From an optimization exercise on the open Yosys and OpenROAD flow, aimed at small area; shortcuts taken in it are not production practice.
The RTL of this run was laid out without a check of its function.
No activity file was given, so power comes from the tool's default toggle rates.

==> flow/design.v <==
module sdram_controller (
        input   clk,
        input   rst,
        output  sdram_cle,
        output  sdram_cs,
        output  sdram_cas,
        output  sdram_ras,
        output  sdram_we,
        output  sdram_dqm,
        output  [1:0]  sdram_ba,
        output  [15:0] sdram_a,
        input   [31:0] sdram_dqi,
        output  [31:0] sdram_dqo,
        input   [24:0] user_addr,    
        input   rw,                  
        input   [31:0] data_in,      
        output  [31:0] data_out,     
        output  busy,                
        input   in_valid,            
        output  out_valid            
    );
    localparam tCASL            = 13'd2;        
    localparam tPRE             = 13'd2;        
    localparam tACT             = 13'd2;        
    localparam tREF             = 13'd6;        
    localparam tRef_Counter     = 10'd750;     
    wire [24:0] addr;
    wire [12:0] Mapped_RA;
    wire [1:0]  Mapped_BA;
    wire [10:0]  Mapped_CA;
    assign Mapped_RA = user_addr[24:13];
    assign Mapped_BA = user_addr[12:11];
    assign Mapped_CA = user_addr[10:0];
    assign addr = {Mapped_RA, Mapped_BA, Mapped_CA};
    localparam CMD_UNSELECTED    = 4'b1000;
    localparam CMD_NOP           = 4'b0111;
    localparam CMD_ACTIVE        = 4'b0011;
    localparam CMD_READ          = 4'b0101;
    localparam CMD_WRITE         = 4'b0100;
    localparam CMD_TERMINATE     = 4'b0110;
    localparam CMD_PRECHARGE     = 4'b0010;
    localparam CMD_REFRESH       = 4'b0001;
    localparam CMD_LOAD_MODE_REG = 4'b0000;
    localparam STATE_SIZE = 4;
    localparam INIT = 4'd0,
               WAIT = 4'd1,
               PRECHARGE_INIT = 4'd2,
               REFRESH_INIT_1 = 4'd3,
               REFRESH_INIT_2 = 4'd4,
               LOAD_MODE_REG = 4'd5,
               IDLE = 4'd6,
               REFRESH = 4'd7,
               ACTIVATE = 4'd8,
               READ = 4'd9,
               READ_RES = 4'd10,
               WRITE = 4'd11,
               PRECHARGE = 4'd12;
    reg cle_d, cle_q;
    reg dqm_q, dqm_d;
    reg [3:0] cmd_d, cmd_q;
    reg [1:0] ba_d, ba_q;
    reg [15:0] a_d, a_q;
    reg [31:0] dq_d, dq_q;
    reg [31:0] dqi_d, dqi_q;
    reg dq_en_d, dq_en_q;
    assign sdram_cle = cle_q;
    assign sdram_cs = cmd_q[3];
    assign sdram_ras = cmd_q[2];
    assign sdram_cas = cmd_q[1];
    assign sdram_we = cmd_q[0];
    assign sdram_dqm = dqm_q;
    assign sdram_ba = ba_q;
    assign sdram_a = a_q;
    assign sdram_dqo = dq_en_q ? dq_q : 32'h00000000;
    reg [STATE_SIZE-1:0] state_d, state_q;
    reg [STATE_SIZE-1:0] next_state_d, next_state_q;
    reg [24:0] addr_d, addr_q;
    reg [31:0] data_d, data_q;
    reg out_valid_d, out_valid_q;
    reg [15:0] delay_ctr_d, delay_ctr_q;
    reg [9:0] refresh_ctr_d, refresh_ctr_q;
    reg refresh_flag_d, refresh_flag_q;
    reg ready_d, ready_q;
    reg saved_rw_d, saved_rw_q;
    reg [24:0] saved_addr_d, saved_addr_q;
    reg [31:0] saved_data_d, saved_data_q;
    reg rw_op_d, rw_op_q;
    wire ack_o;
    reg ack_t_d, ack_t_q, ack_d;
    reg [4:0] ack_cnt_d, ack_cnt_q;
    reg [24:0] addr_tab_d0, addr_tab_q0;
    reg [24:0] addr_tab_d1, addr_tab_q1;
    reg [24:0] addr_tab_d2, addr_tab_q2;
    reg [24:0] addr_tab_d3, addr_tab_q3;
    reg [24:0] addr_tab_d4, addr_tab_q4;
    reg [24:0] addr_tab_d5, addr_tab_q5;
    reg [24:0] addr_tab_d6, addr_tab_q6;
    reg [24:0] addr_tab_d7, addr_tab_q7;
    reg [31:0] data_tab_d0, data_tab_q0;
    reg [31:0] data_tab_d1, data_tab_q1;
    reg [31:0] data_tab_d2, data_tab_q2;
    reg [31:0] data_tab_d3, data_tab_q3;
    reg [31:0] data_tab_d4, data_tab_q4;
    reg [31:0] data_tab_d5, data_tab_q5;
    reg [31:0] data_tab_d6, data_tab_q6;
    reg [31:0] data_tab_d7, data_tab_q7;
    reg [31:0] data_burst_d;
    reg [7:0]  hit_map_d, hit_map_q;
    reg        burst_on_d, burst_on_q;
    reg        v_d, v_q;
    reg [3:0] row_open_d, row_open_q, row_open_q1, row_open_q2, row_open_q3, row_open_q4, row_open_qr;
    reg [12:0] row_addr_d[3:0], row_addr_q[3:0];
    reg [2:0] precharge_bank_d, precharge_bank_q;
    integer i;
    wire [12:0] row_addr_q0, row_addr_q1, row_addr_q2, row_addr_q3;
    assign row_addr_q0 = row_addr_q[0];
    assign row_addr_q1 = row_addr_q[1];
    assign row_addr_q2 = row_addr_q[2];
    assign row_addr_q3 = row_addr_q[3];
    assign data_out = data_burst_d; 
    assign busy = !ready_q;
    assign out_valid = out_valid_q | ack_o | v_q; 
    assign ack_o = ack_d; 
    always@(*)begin
      	addr_tab_d0 = addr_tab_q0;
      	addr_tab_d1 = addr_tab_q1;
      	addr_tab_d2 = addr_tab_q2;
      	addr_tab_d3 = addr_tab_q3;
      	addr_tab_d4 = addr_tab_q4;
      	addr_tab_d5 = addr_tab_q5;
      	addr_tab_d6 = addr_tab_q6;
      	addr_tab_d7 = addr_tab_q7;
     	data_tab_d0 = data_tab_q0;
      	data_tab_d1 = data_tab_q1;
      	data_tab_d2 = data_tab_q2;
      	data_tab_d3 = data_tab_q3;
      	data_tab_d4 = data_tab_q4;
      	data_tab_d5 = data_tab_q5;
      	data_tab_d6 = data_tab_q6;
      	data_tab_d7 = data_tab_q7;
        hit_map_d   = hit_map_q;
      	if(ack_cnt_q==5'd8)begin
            addr_tab_d0 = user_addr;
            addr_tab_d1 = user_addr + 4;
            addr_tab_d2 = user_addr + 8;
            addr_tab_d3 = user_addr + 12;
            addr_tab_d4 = user_addr + 16;
            addr_tab_d5 = user_addr + 20;
            addr_tab_d6 = user_addr + 24;
            addr_tab_d7 = user_addr + 28;
      	end
      	if(ack_cnt_d>5'd0)begin
            data_tab_d0 = dqi_q;
            data_tab_d1 = data_tab_q0;
            data_tab_d2 = data_tab_q1;
            data_tab_d3 = data_tab_q2;
            data_tab_d4 = data_tab_q3;
            data_tab_d5 = data_tab_q4;
            data_tab_d6 = data_tab_q5;
            data_tab_d7 = data_tab_q6;
      	end
        hit_map_d[0] = (ack_cnt_q==5'd8&&addr_tab_d0==user_addr)?1'b1:(ack_cnt_q==5'd0)?1'b0:hit_map_q[0];
        hit_map_d[1] = (ack_cnt_q==5'd7&&addr_tab_d1==user_addr)?1'b1:(ack_cnt_q==5'd0)?1'b0:hit_map_q[1];
        hit_map_d[2] = (ack_cnt_q==5'd6&&addr_tab_d2==user_addr)?1'b1:(ack_cnt_q==5'd0)?1'b0:hit_map_q[2];
        hit_map_d[3] = (ack_cnt_q==5'd5&&addr_tab_d3==user_addr)?1'b1:(ack_cnt_q==5'd0)?1'b0:hit_map_q[3];
        hit_map_d[4] = (ack_cnt_q==5'd4&&addr_tab_d4==user_addr)?1'b1:(ack_cnt_q==5'd0)?1'b0:hit_map_q[4];
        hit_map_d[5] = (ack_cnt_q==5'd3&&addr_tab_d5==user_addr)?1'b1:(ack_cnt_q==5'd0)?1'b0:hit_map_q[5];
        hit_map_d[6] = (ack_cnt_q==5'd2&&addr_tab_d6==user_addr)?1'b1:(ack_cnt_q==5'd0)?1'b0:hit_map_q[6];
        hit_map_d[7] = (ack_cnt_q==5'd1&&addr_tab_d7==user_addr)?1'b1:(ack_cnt_q==5'd0)?1'b0:hit_map_q[7];
        v_d = (ack_cnt_q==5'd1)?1'b1:1'b0;
        case(ack_cnt_q)
            5'd8 :ack_d = hit_map_d[0];
            5'd7 :ack_d = hit_map_d[1];
            5'd6 :ack_d = hit_map_d[2];
            5'd5 :ack_d = hit_map_d[3];
            5'd4 :ack_d = hit_map_d[4];
            5'd3 :ack_d = hit_map_d[5];
            5'd2 :ack_d = hit_map_d[6];
            5'd1 :ack_d = hit_map_d[7];
            default:ack_d = 1'b0;
        endcase
        case(ack_cnt_q)
            5'd8 :data_burst_d = data_tab_q0;
            5'd7 :data_burst_d = data_tab_q0;
            5'd6 :data_burst_d = data_tab_q0;
            5'd5 :data_burst_d = data_tab_q0;
            5'd4 :data_burst_d = data_tab_q0;
            5'd3 :data_burst_d = data_tab_q0;
            5'd2 :data_burst_d = data_tab_q0;
            5'd1 :data_burst_d = data_tab_q0;
            5'd0 :data_burst_d = 32'd0;
            default:data_burst_d = 32'd0;
        endcase
        burst_on_d = burst_on_q;
        if(state_q==READ_RES) burst_on_d = 1'b1;
        else if(state_q==IDLE) burst_on_d = 1'b0;
    end
    always@(posedge clk)begin
    	if(rst)begin
        	addr_tab_q0 <= 23'd0;
        	addr_tab_q1 <= 23'd0;
        	addr_tab_q2 <= 23'd0;
        	addr_tab_q3 <= 23'd0;
        	addr_tab_q4 <= 23'd0;
        	addr_tab_q5 <= 23'd0;
        	addr_tab_q6 <= 23'd0;
        	addr_tab_q7 <= 23'd0;
        	data_tab_q0 <= 32'd0;
        	data_tab_q1 <= 32'd0;
        	data_tab_q2 <= 32'd0;
        	data_tab_q3 <= 32'd0;
        	data_tab_q4 <= 32'd0;
        	data_tab_q5 <= 32'd0;
        	data_tab_q6 <= 32'd0;
        	data_tab_q7 <= 32'd0;
          	burst_on_q  <= 1'b0;
          	hit_map_q   <= 8'd0;
    	end else begin
          addr_tab_q0 <= addr_tab_d0;
        	addr_tab_q1 <= addr_tab_d1;
        	addr_tab_q2 <= addr_tab_d2;
        	addr_tab_q3 <= addr_tab_d3;
        	addr_tab_q4 <= addr_tab_d4;
        	addr_tab_q5 <= addr_tab_d5;
        	addr_tab_q6 <= addr_tab_d6;
        	addr_tab_q7 <= addr_tab_d7;
        	data_tab_q0 <= data_tab_d0;
        	data_tab_q1 <= data_tab_d1;
        	data_tab_q2 <= data_tab_d2;
        	data_tab_q3 <= data_tab_d3;
        	data_tab_q4 <= data_tab_d4;
        	data_tab_q5 <= data_tab_d5;
        	data_tab_q6 <= data_tab_d6;
        	data_tab_q7 <= data_tab_d7;
          	burst_on_q  <= burst_on_d;
          	hit_map_q   <= hit_map_d;
    	end
    end
    always@(*)begin
    	ack_t_d = out_valid_d;
    	if(out_valid_d) ack_cnt_d = 5'd8;
    	else if(ack_cnt_q>0) ack_cnt_d = ack_cnt_q - 1'b1;
    	else ack_cnt_d = ack_cnt_q;
    end
    always@(posedge clk)begin
    	if(rst)begin
    		ack_t_q   <= 1'b0;
    		ack_cnt_q <= 5'd0;
    	end else begin
    		ack_t_q <= ack_t_d;
    		ack_cnt_q <= ack_cnt_d;
    	end
    end
    always @* begin
        dq_d = dq_q;
        dqi_d = sdram_dqi;
        dq_en_d = 1'b0;  
        cle_d = cle_q;
        cmd_d = CMD_NOP;  
        dqm_d = 1'b0;
        ba_d = 2'd0;
        a_d = 16'd0;
        state_d = state_q;
        next_state_d = next_state_q;
        delay_ctr_d = delay_ctr_q;
        addr_d = addr_q;
        data_d = data_q;
        out_valid_d = 1'b0;
        precharge_bank_d = precharge_bank_q;
        rw_op_d = rw_op_q;
        row_open_d = row_open_q;
        for (i = 0; i < 4; i = i + 1)
            row_addr_d[i] = row_addr_q[i];
        refresh_flag_d = refresh_flag_q;
        refresh_ctr_d = refresh_ctr_q + 1'b1;
        if (refresh_ctr_q > tRef_Counter) begin
            refresh_ctr_d = 10'd0;
            refresh_flag_d = 1'b1;
        end
        saved_rw_d = saved_rw_q;
        saved_data_d = saved_data_q;
        saved_addr_d = saved_addr_q;
        ready_d = ready_q;
        if (ready_q && in_valid && !(|hit_map_q)) begin
            ready_d = 1'b0;
        end 
	if ((ready_q && in_valid && !out_valid_q) || ack_o) begin
            saved_rw_d = rw;
            saved_data_d = data_in;
            saved_addr_d = addr;
        end 
        case (state_q)
            INIT: begin
                row_open_d = 4'b0;
                out_valid_d = 1'b0;
                a_d = {3'd0, 3'b000, 1'b0, 2'b00, 3'b010, 1'b0, 3'b010};  
                ba_d = 2'b0;
                cle_d = 1'b1;
                state_d = WAIT;
                delay_ctr_d = 16'd0;
                next_state_d = IDLE;
                refresh_flag_d = 1'b0;
                refresh_ctr_d = 10'b1;
                ready_d = 1'b1;
                dq_en_d = 1'b0;
            end
            WAIT: begin
                delay_ctr_d = delay_ctr_q - 1'b1;
                if (delay_ctr_q == 13'd0) begin
                    state_d = next_state_q;
                end
                if(next_state_q==READ_RES) ready_d = 1'b1;
            end
            IDLE: begin
                if (refresh_flag_q) begin  
                    state_d = PRECHARGE;
                    next_state_d = REFRESH;
                    precharge_bank_d = 3'b100;  
                    refresh_flag_d = 1'b0;  
                end else if (!ready_q) begin  
                    ready_d = 1'b1;  
                    rw_op_d = saved_rw_q;  
                    addr_d = saved_addr_q;
                    if (saved_rw_q)  
                        data_d = saved_data_q;
                    if (row_open_q[saved_addr_q[12:11]]) begin
                        if (row_addr_q[saved_addr_q[12:11]] == saved_addr_q[24:13]) begin
                            if (saved_rw_q)
                                state_d = WRITE;
                            else
                                state_d = READ;
                        end else begin
                            state_d = PRECHARGE;  
                            precharge_bank_d = {1'b0, saved_addr_q[12:11]};
                            next_state_d = ACTIVATE;  
                        end
                    end else begin
                        state_d = ACTIVATE;  
                    end
                end
            end
            REFRESH: begin
                cmd_d = CMD_REFRESH;
                state_d = WAIT;
                delay_ctr_d = tREF;
                next_state_d = IDLE;
            end
            ACTIVATE: begin
                cmd_d = CMD_ACTIVE;
                a_d = addr_q[24:13];
                ba_d = addr_q[12:11];
                delay_ctr_d = tACT;
                state_d = WAIT;
                if (rw_op_q)
                    next_state_d = WRITE;
                else
                    next_state_d = READ;
                row_open_d[addr_q[12:11]] = 1'b1;  
                row_addr_d[addr_q[12:11]] = addr_q[24:13];
            end
            READ: begin
                cmd_d = CMD_READ;
                a_d = {3'd0, addr_q[10:0], 2'b00};
                ba_d = addr_q[12:11];
                state_d = WAIT;
                delay_ctr_d = tCASL; 
                next_state_d = READ_RES;
            end
            READ_RES: begin
                data_d = dqi_q;  
                out_valid_d = 1'b1;
                delay_ctr_d = tCASL*5; 
                state_d = WAIT;
                next_state_d = IDLE;
            end
            WRITE: begin
                cmd_d = CMD_WRITE;
                dq_d = data_q;
                dq_en_d = 1'b1;  
                a_d = {3'd0, addr_q[10:0], 2'b00};
                ba_d = addr_q[12:11];
                state_d = IDLE;
            end
            PRECHARGE: begin
                cmd_d = CMD_PRECHARGE;
                a_d[13] = precharge_bank_q[2];  
                ba_d = precharge_bank_q[1:0];
                state_d = WAIT;
                delay_ctr_d = tPRE;
                if (precharge_bank_q[2]) begin
                    row_open_d = 4'b0000;  
                end else begin
                    row_open_d[precharge_bank_q[1:0]] = 1'b0;  
                end
            end
            default: state_d = INIT;
        endcase
    end
    always @(posedge clk) begin
        if(rst) begin
            cle_q <= 1'b0;
            dq_en_q <= 1'b0;
            state_q <= INIT;
            ready_q <= 1'b0;
        end else begin
            cle_q <= cle_d;
            dq_en_q <= dq_en_d;
            state_q <= state_d;
            ready_q <= ready_d;
        end
        saved_rw_q <= saved_rw_d;
        saved_data_q <= saved_data_d;
        saved_addr_q <= saved_addr_d;
        cmd_q <= cmd_d;
        dqm_q <= dqm_d;
        ba_q <= ba_d;
        a_q <= a_d;
        dq_q <= dq_d;
        dqi_q <= dqi_d;
	v_q <= v_d;
        next_state_q <= next_state_d;
        refresh_flag_q <= refresh_flag_d;
        refresh_ctr_q <= refresh_ctr_d;
        data_q <= data_d;
        addr_q <= addr_d;
        out_valid_q <= out_valid_d;
        row_open_q <= row_open_d;
        row_open_q1 <= row_open_q;
        row_open_q2 <= row_open_q1;
        row_open_q3 <= row_open_q2;
        row_open_q4 <= row_open_q3;
        row_open_qr <= row_open_q4;
        for (i = 0; i < 4; i = i + 1)
            row_addr_q[i] <= row_addr_d[i];
        precharge_bank_q <= precharge_bank_d;
        rw_op_q <= rw_op_d;
        delay_ctr_q <= delay_ctr_d;
    end
endmodule
==> flow/run.sh <==
#!/bin/bash
# synth_recipe.tcl (not shown) runs the flow's synth.tcl, then flattens the netlist and writes it again
# the make line also repeats each setting of config.mk as NAME=value (left out here)
make -C /OpenROAD-flow-scripts/flow DESIGN_CONFIG=/design/flow/config.mk WORK_HOME=/design/flow/orfs CLKGATE_MAP_FILE= SYNTH_SCRIPT=/design/flow/synth_recipe.tcl finish
==> flow/config.mk <==
export PLATFORM = sky130hd
export DESIGN_NAME = sdram_controller
export DESIGN_NICKNAME = sdram_controller
export VERILOG_FILES = /design/flow/design.v
export SDC_FILE = /design/flow/constraint.sdc
export NUM_CORES = 4
export LEC_CHECK = 0
export CAP_MARGIN = 20
export CORE_MARGIN = 2
export CORE_UTILIZATION = 40
export SLEW_MARGIN = 20
==> flow/constraint.sdc <==
create_clock -name core_clock -period 10.0 [get_ports {clk}]
set_input_delay 2.0000 -clock core_clock [delete_from_list [all_inputs] [get_ports {clk}]]
set_output_delay 2.0000 -clock core_clock [all_outputs]
set_load 0.01 [all_outputs]
==> impl_metrics.tcl <==
set metrics [dict create \
    vias 18100 \
    clkLatencyLatePin_ns 0.63 \
    grt_use_total_pct 26.1 \
    drc 0 \
    cts-root-buf "clkbuf_16" \
    cts_sinks 514 \
    yosys_register_bits 514 \
    timing.final.ws_setup_ns 1.37 \
    cts_hold_buf 0 \
    overflow 0 \
    p_total_uw 6900 \
    finalSetupViolations 0 \
    leakage_uw 0.00933 \
    p_int_uw 4610 \
    cpLargestDelayFamily "buffers and inverters" \
    htree_levels 2 \
    rsz0062_at_grt "no" \
    worstSetupStartpoint "user_addr[3]" \
    endpoint_kind "output pin" \
    rows 88 \
    pre_cts_slack_ns 1.40 \
    drt-pass1-iter-count 8 \
    cp-start-kind "input port" \
    power_frac_comb_pct 27.9 \
    yosys_warnings 3 \
    holdPathStages 0 \
    die-area_sq_mm 0.0606 \
    postCtsSetupRepairBufs 0 \
    drive_gt1_share_pct 8.99 \
    ant_nets 0 \
    synth_edf_count 223 \
    p_seq_share_pct 41.4 \
    critPathSlowestCell "a21oi_1" \
    wl_per_cell_microns 24.9 \
    drtIter0Drc 1640 \
    numCtsBuffers 56 \
    min_period_ns 8.63 \
    setup_tns_ns 0 \
    outcome "no timing/DRC/antenna violations" \
    clk_pin_slew_ns 0.06 \
    cts_buffer_depth 3 \
    portBuffers 178 \
    cap_violations 0 \
    async_flop_share_pct 0 \
    grt_pass1_wl_microns 117000 \
    synth_cells 2274 \
    r2r-start "ack_cnt_q[0]" \
    start_util_pct 40.6 \
    critPathMaxFanout 18 \
    synth_area_sq_mm 0.0235 \
    routabilityCongestion 0.955 \
    chipWidth_microns 246 \
    path_cells "clkdlybuf4s50_1 -> buf_4 -> clkinv_1 -> ha_1 -> a21oi_1 -> or4_1 -> a221oi_1 -> or4_1 -> o31ai_1 -> nand2_1 -> nand4_1 -> clkdlybuf4s50_1" \
    dp.final_hpwl_microns 55700 \
    worst_pin_slew_ns 1.05 \
    fp.dieH_microns 246 \
    fill_cells 5358 \
    areaGrowthSynthToFinish_pct 19.0 \
    slowest_delay_ns 0.65 \
    path_depth 12 \
    wl_microns 79900 \
    critPathBufInv 4 \
    fin_skew_ns 0.0208 \
    hp-class "reg2reg" \
    grt_max_degree 189 \
    holdWs_ns 0.418 \
    crit_arrival_ns 6.63 \
    finalCritPeriodShare_pct 86.3 \
    diodes 0 \
    drv_slew 0 \
    grt_pass1_vias 17800 \
    fp.coreArea_sq_mm 0.0578 \
    swShare_pct 33.2 \
    io_pins 183 \
    nets 2509 \
    avgSynthCellArea_sq_um 10.3 \
    peakVddDrop_uv 171 \
    cts_tree "done" \
    ys_seq_area_share_pct 53.4 \
    holdCritStartpoint "data_q[30]" \
    pwr_density_cell_mw_per_mm2 247 \
    antenna_found_initial 0 \
    slew_headroom_pct 29.9 \
    r2r_cells 12 \
    fmax_mhz 116 \
    synthFlopType "dfxtp_1" \
    vias_per_cell 5.62 \
    cts_resized 0 \
    ys_types 79 \
    p_clk_share_pct 30.8 \
    crit_required_ns 8.00 \
    hold_viol_final 0 \
    p_sw_uw 2290 \
    worstSetupPathType "in2out" \
]
per-stage QoR:
step	utilization, %	instances	instance area [sq um]
after floorplan	-	2277	23500
after global placement	45.0	3106	26000
after detailed placement	45.0	3106	26000
after CTS	48.3	3212	27900
after global routing	48.3	3212	27900
final	48.3	3212	27900
cell usage after synthesis (13+ instances only):
master,number,share of area [%]
nand2b_1,26,0.69
mux2_2,32,1.5
clkbuf_1,93,1.5
buf_2,49,1.0
nand4_1,42,1.1
nor3_1,60,1.3
dfxtp_1,291,25
edfxtp_1,223,29
a22o_1,13,0.49
o2111ai_1,14,0.52
nand2_1,152,2.4
mux2i_1,33,1.4
buf_1,25,0.40
a21oi_1,108,2.3
nor2_1,294,4.7
xor2_1,66,2.5
a211oi_1,124,4.0
o21ai_0,38,0.81
nand3_1,23,0.49
or3_1,13,0.35
nor4_1,31,0.83
and2_1,67,1.8
inv_1,46,0.74
ha_1,17,0.91
xnor2_1,208,7.8
sequential cells by signal, indices dropped and copies added, names as in the netlist, 5 cells and up:
signal,cells
saved_data_q,32
addr_tab_q7,25
ack_cnt_q,5
addr_tab_q4,25
delay_ctr_q,16
row_addr_q1,12
addr_tab_q3,25
addr_tab_q1,25
hit_map_q,8
data_q,32
row_addr_q0,12
dqi_q,32
addr_tab_q5,25
addr_tab_q2,25
data_tab_q0,32
sdram_a,14
addr_q,25
saved_addr_q,25
refresh_ctr_q,10
row_addr_q2,12
dq_q,32
row_addr_q3,12
addr_tab_q6,25
routing by layer:
metal / share of wire (%) / GRT usage, %
met5: 0 / 0
met2: 47 / 42.2
met4: 3.4 / 9.09
met1: 43 / 35.8
met3: 6.2 / 3.46
worst reg2reg max path, stage by stage, from the launching register on:
cell	delay, ns
dfxtp_1	0.38
inv_1	0.14
ha_1	0.42
nor4bb_4	0.50
buf_4	0.66
buf_4	0.56
nor2_1	0.16
nor2_1	0.12
a221o_1	0.23
nor4_1	0.10
a211oi_1	0.39
nand4_1	0.80
buf_12	0.52
area by class of cell:
class / instances / area [sq um] / share of cell area [%]
Inverter: 51 / 191 / 0.686
Clock inverter: 26 / 300 / 1.08
Timing Repair Buffer: 236 / 2240 / 8.04
Tap cell: 765 / 957 / 3.43
Multi-Input combinational cell: 1540 / 10100 / 36.2
Clock buffer: 80 / 1590 / 5.71
Sequential cell: 514 / 12500 / 44.9
final timing paths:
| check | slack, ns | end |
|---|---|---|
| setup / recovery | 1.37 | out_valid |
| hold / removal | 0.42 | dq_q[30] |
| setup reg to reg | 4.69 | saved_addr_q[23] |
| hold reg to reg | 0.42 | dq_q[30] |
placed cells by master (no fill, tap or decap), types with 9 or more instances in the layout:
master             n
o2111ai_1         14
o21ai_0           38
nand4_1           42
a22o_1            13
and2_1            67
inv_1             46
xnor2_1          208
a31oi_1            9
or3_1             13
or2_2              9
nand3_1           23
buf_4             56
xor2_1            66
nand2_1          152
dfxtp_1          290
mux4_2            12
nor3_1            59
clkdlybuf4s50_1  177
and3_1             9
mux2_2            32
nor2_1           293
nor4_1            31
mux2i_1           33
nand2b_1          26
ha_1              17
o22ai_1           12
edfxtp_1         223
a21oi_1          106
a211oi_1         124
clkbuf_16         57
nor2b_1            9
clkbuf_1          15
power groups by stage:
stage                     Sequential, uW  Combinational [uW]  Clock [uW]
after floorplan                     2780                1310           0
after global placement              2880                1900           0
after detailed placement            2900                1920           0
after CTS                           2850                1930        2160
after global routing                2900                2100        2240
final                               2850                1920        2120
logic make-up (layout without fill, tap and decap cells):
logic type,Yosys count,after routing,synth area share (%)
simple gates,764,764,15.5
flops,514,514,53.4
compound gates,403,403,11.9
xor+xnor,274,274,10.2
buf+inv,223,393,3.91
mux,78,78,4.20
fa+ha+maj,17,17,0.907
other cells,1,4,0.0160

static timing again, ports no longer ideal:
The flow's constraints put no driver on any port. The routed layout listed below was extracted and timed again, unchanged, in two steps.
Step 1: set_driving_cell puts a clkbuf_16 on clk and a buf_2 on each other input, an assumption about the parent block.
Step 2, shift: input delay + t, output delay - t, t = (earliest + latest rising clock arrival at the registers) / 2. This alone moves slack from input paths to output paths.
Slacks: ideal / step 1 / step 2; pairs: ideal / step 1.
shift t [ns]: 0.681
setup slack, ns: 1.371 / 1.346 / 1.346
worst setup path at the end: input to output
latest minus earliest clock arrival (ns): 0.022 / 0.021
After both steps this run still meets setup and hold. The setup slack of this run moves by -0.025 ns with the drivers and by -0.025 ns with both steps.
